Context: an optimization exercise on an open-source flow, tuned for small area, a short achievable clock period and few clock cycles per item. The choices shown serve that exercise and are no tape-out recipe. RTL that was checked went through simulation tests only; none was proved equivalent to the original.

==> v36: inputs <==
## product_gen
module product_gen
#(
parameter WORD_SIZE=29
)
(
  input wire clk,
  output wire[2*WORD_SIZE-1:0] sum1,
  input wire[WORD_SIZE-1:0] min,
  input wire[WORD_SIZE-1:0] q
);
clock: 5.0 ns
lec_check: 0
cap_margin: 20
core_margin: 2
core_utilization: 60
cts_buf_list: sky130_fd_sc_hd__clkbuf_8
cts_cluster_size: 30
setup_slack_margin: 0.3
slew_margin: 20
synth_hierarchical: 1
synth_minimum_keep_size: 0
standard.sh (not shown) runs the stock make flow with config.mk's settings and CLKGATE_MAP_FILE= SYNTH_SCRIPT=/design/flow/synth_recipe.tcl, a recipe that flattens the netlist after the stock synthesis.
==> flow/flow/run.sh <==
#!/bin/bash
set -uo pipefail
export BUFFER_PORTS_ARGS="-buffer_cell sky130_fd_sc_hd__buf_4"
bash standard.sh > standard.log 2>&1
==> v14: changes against v36 <==
==> flow/run.sh (new file) <==
#!/bin/bash
# synth_recipe.tcl (not shown) runs the flow's synth.tcl, then flattens the netlist and writes it again
# the make line also repeats each setting of config.mk as NAME=value (left out here)
make -C /OpenROAD-flow-scripts/flow DESIGN_CONFIG=/design/flow/config.mk WORK_HOME=/design/flow/orfs CLKGATE_MAP_FILE= SYNTH_SCRIPT=/design/flow/synth_recipe.tcl finish
Settings changed: CTS_BUF_LIST sky130_fd_sc_hd__clkbuf_8 to default, CTS_CLUSTER_SIZE 30 to default, SETUP_SLACK_MARGIN 0.3 to 0.5.
removed: flow/flow/run.sh
removed: flow/standard.sh
==> v11: changes against v36 <==
==> flow/run.sh (new file) <==
#!/bin/bash
# synth_recipe.tcl (not shown) runs the flow's synth.tcl, then flattens the netlist and writes it again
# the make line also repeats each setting of config.mk as NAME=value (left out here)
make -C /OpenROAD-flow-scripts/flow DESIGN_CONFIG=/design/flow/config.mk WORK_HOME=/design/flow/orfs CLKGATE_MAP_FILE= SYNTH_SCRIPT=/design/flow/synth_recipe.tcl finish
Settings changed: CORE_UTILIZATION 60 to 55, CTS_BUF_LIST sky130_fd_sc_hd__clkbuf_8 to default, CTS_CLUSTER_SIZE 30 to default, SETUP_SLACK_MARGIN 0.3 to 1.0.
removed: flow/flow/run.sh
removed: flow/standard.sh
==> comparison table <==
| item | v11 | v36 | v14 |
|---|---|---|---|
| Maximum fanout along the worst path | 5 | 12 | 25 |
| Via count of the first global-routing pass | 20392 | 18191 | 19329 |
| Antenna Cells | 1 | 0 | 1 |
| Transition time of the tightest slew-check pin | 521.5 ps | 787.7 ps | - |
| GR Util All Layers | 44.44% | 39.51% | 40.27% |
| RSZ-0062 raised after global routing | yes | no | yes |
| Max layer used | met5 | met4 | met5 |
| Final estimated routing congestion in global placement | 0.9436 | 0.9765 | 0.9740 |
| Result of the run | no timing/DRC/antenna violations | no timing/DRC/antenna violations | no timing/DRC/antenna violations |
| Worst setup timing slack at the placement stage | -131.7 ps | -77.69 ps | -261.3 ps |
| Resize count post-CTS | 563 | 1 | 150 |
| Synth-to-Final Area Change | 47.04% | 10.85% | 23.52% |
| Tapcells inserted | 518 | 461 | 461 |
| Total core area | 0.03883 sq mm | 0.03566 sq mm | 0.03566 sq mm |
| PnR worst setup slack | 603.7 ps | 384.3 ps | 529.9 ps |
| Share of cell area taken by multi-input logic gates | 67.50% | 76.48% | 71.36% |
| Placement Cell Area | 0.02598 sq mm | 0.02356 sq mm | 0.02509 sq mm |
| Detailed-route wire length on metal 1 | 33760 microns | 29380 microns | 28920 microns |
| Final wirelength | 95030 microns | 72760 microns | 75360 microns |
| Initial drt markers | 3149 | 2345 | 2682 |
Testbench counts of v36, summed over its fixed seeds: cycles 512, items 512.
Testbench counts of v14, summed over its fixed seeds: cycles 512, items 512.
Testbench counts of v11, summed over its fixed seeds: cycles 512, items 512.

* * *

==> try-delta <==
Another version of the RTL of product_gen (not shown whole).
clock: 5.0 ns
lec_check: 0
cap_margin: 20
core_margin: 2
core_utilization: 60
setup_slack_margin: 0.5
slew_margin: 20
synth_hierarchical: 1
synth_minimum_keep_size: 0
run.sh (not shown) runs the stock make flow with config.mk's settings and CLKGATE_MAP_FILE= SYNTH_SCRIPT=/design/flow/synth_recipe.tcl, a recipe that flattens the netlist after the stock synthesis.
Stock flow here: none of the scripts above is used.
==> try-amber: changes against try-delta <==
--- a/flow/config.mk
+++ b/flow/config.mk
@@ -8,7 +8,6 @@
 export CAP_MARGIN = 20
 export CORE_MARGIN = 2
 export CORE_UTILIZATION = 60
-export SETUP_SLACK_MARGIN = 0.5
 export SLEW_MARGIN = 20
 export SYNTH_HIERARCHICAL = 1
 export SYNTH_MINIMUM_KEEP_SIZE = 0
==> qor summary <==
metric	try-amber	try-delta
Run status	complete, no violations	complete, no violations
Non-clock buffer contribution to total cell area	0.117	0.120
Period Utilization, post-route	0.995	0.982
Final core utilization	0.713	0.724
Seq/total area	0.109	0.107
Hold Slack	1.35 ns	1.36 ns
Total area of sequential cells	2990 µm²	2990 µm²
Minimum setup slack in the final design	0.0252 ns	0.0885 ns
Proportion of cell area spent on the clock network	0.0216	0.0212
Average vias per placed instance	6.28	6.31
Net total in the final layout	3000	3024
Vias post-DR	18400	18700
Logic depth of the worst path, buffers included	14	15
Total length of routed met3 wires	7920 µm	7350 µm
Wire length of the first global-routing pass	112000 µm	113000 µm
Data arrival at the endpoint of the critical path	3.97 ns	3.91 ns
Met3 usage in global routing	0.122	0.112
Number of fill cells	2977	2895
Cts repair resizes	83	197
Average wire length per cell after detail routing	24.9 µm	25.3 µm
No run of this note included a check of the RTL's function; only the layout flow was run.

## what the ideal ports hide
The flow's constraints put no driver on any port. The routed layouts listed below were extracted and timed again, unchanged, in two steps. Step 1 sets driving cells, clkbuf_16 on the clock port and buf_2 on the other inputs (assumed; they add their load-dependent delay and slew). Step 2 times the ports against the registers' clock, not the clock port: input delays grow and output delays shrink by t, the midpoint of the rising clock arrivals with the driver on. a / b / c = no drivers / after step 1 / after step 2; a / b = the first two.
| run | t (ns) | setup slack, ns | hold slack, ns | worst setup path at the end | worst register clock-pin slew, ns |
|---|---|---|---|---|---|
| v36 | 0.545 | 0.384 / 0.411 / -0.134 | 0.702 / 0.677 / 1.222 | input to register | 0.10 / 0.10 |
| v14 | 0.510 | 0.530 / 0.499 / 0.056 | 1.089 / 1.060 / 1.570 | input to register | 0.07 / 0.07 |
| v11 | 0.530 | 0.604 / 0.542 / 0.238 | 1.046 / 1.006 / 1.536 | input to register | 0.08 / 0.08 |
| try-delta | 0.528 | 0.089 / 0.033 / 0.050 | 1.361 / 1.327 / 1.767 | input to register | 0.07 / 0.07 |
| try-amber | 0.528 | 0.025 / -0.031 / -0.248 | 1.355 / 1.320 / 1.770 | input to register | 0.07 / 0.07 |
With both steps, setup timing fails in v36 and try-amber, where it was met with ideal ports. The setup slack of v36, which loses most, moves by +0.027 ns with the drivers and by -0.518 ns with both steps.
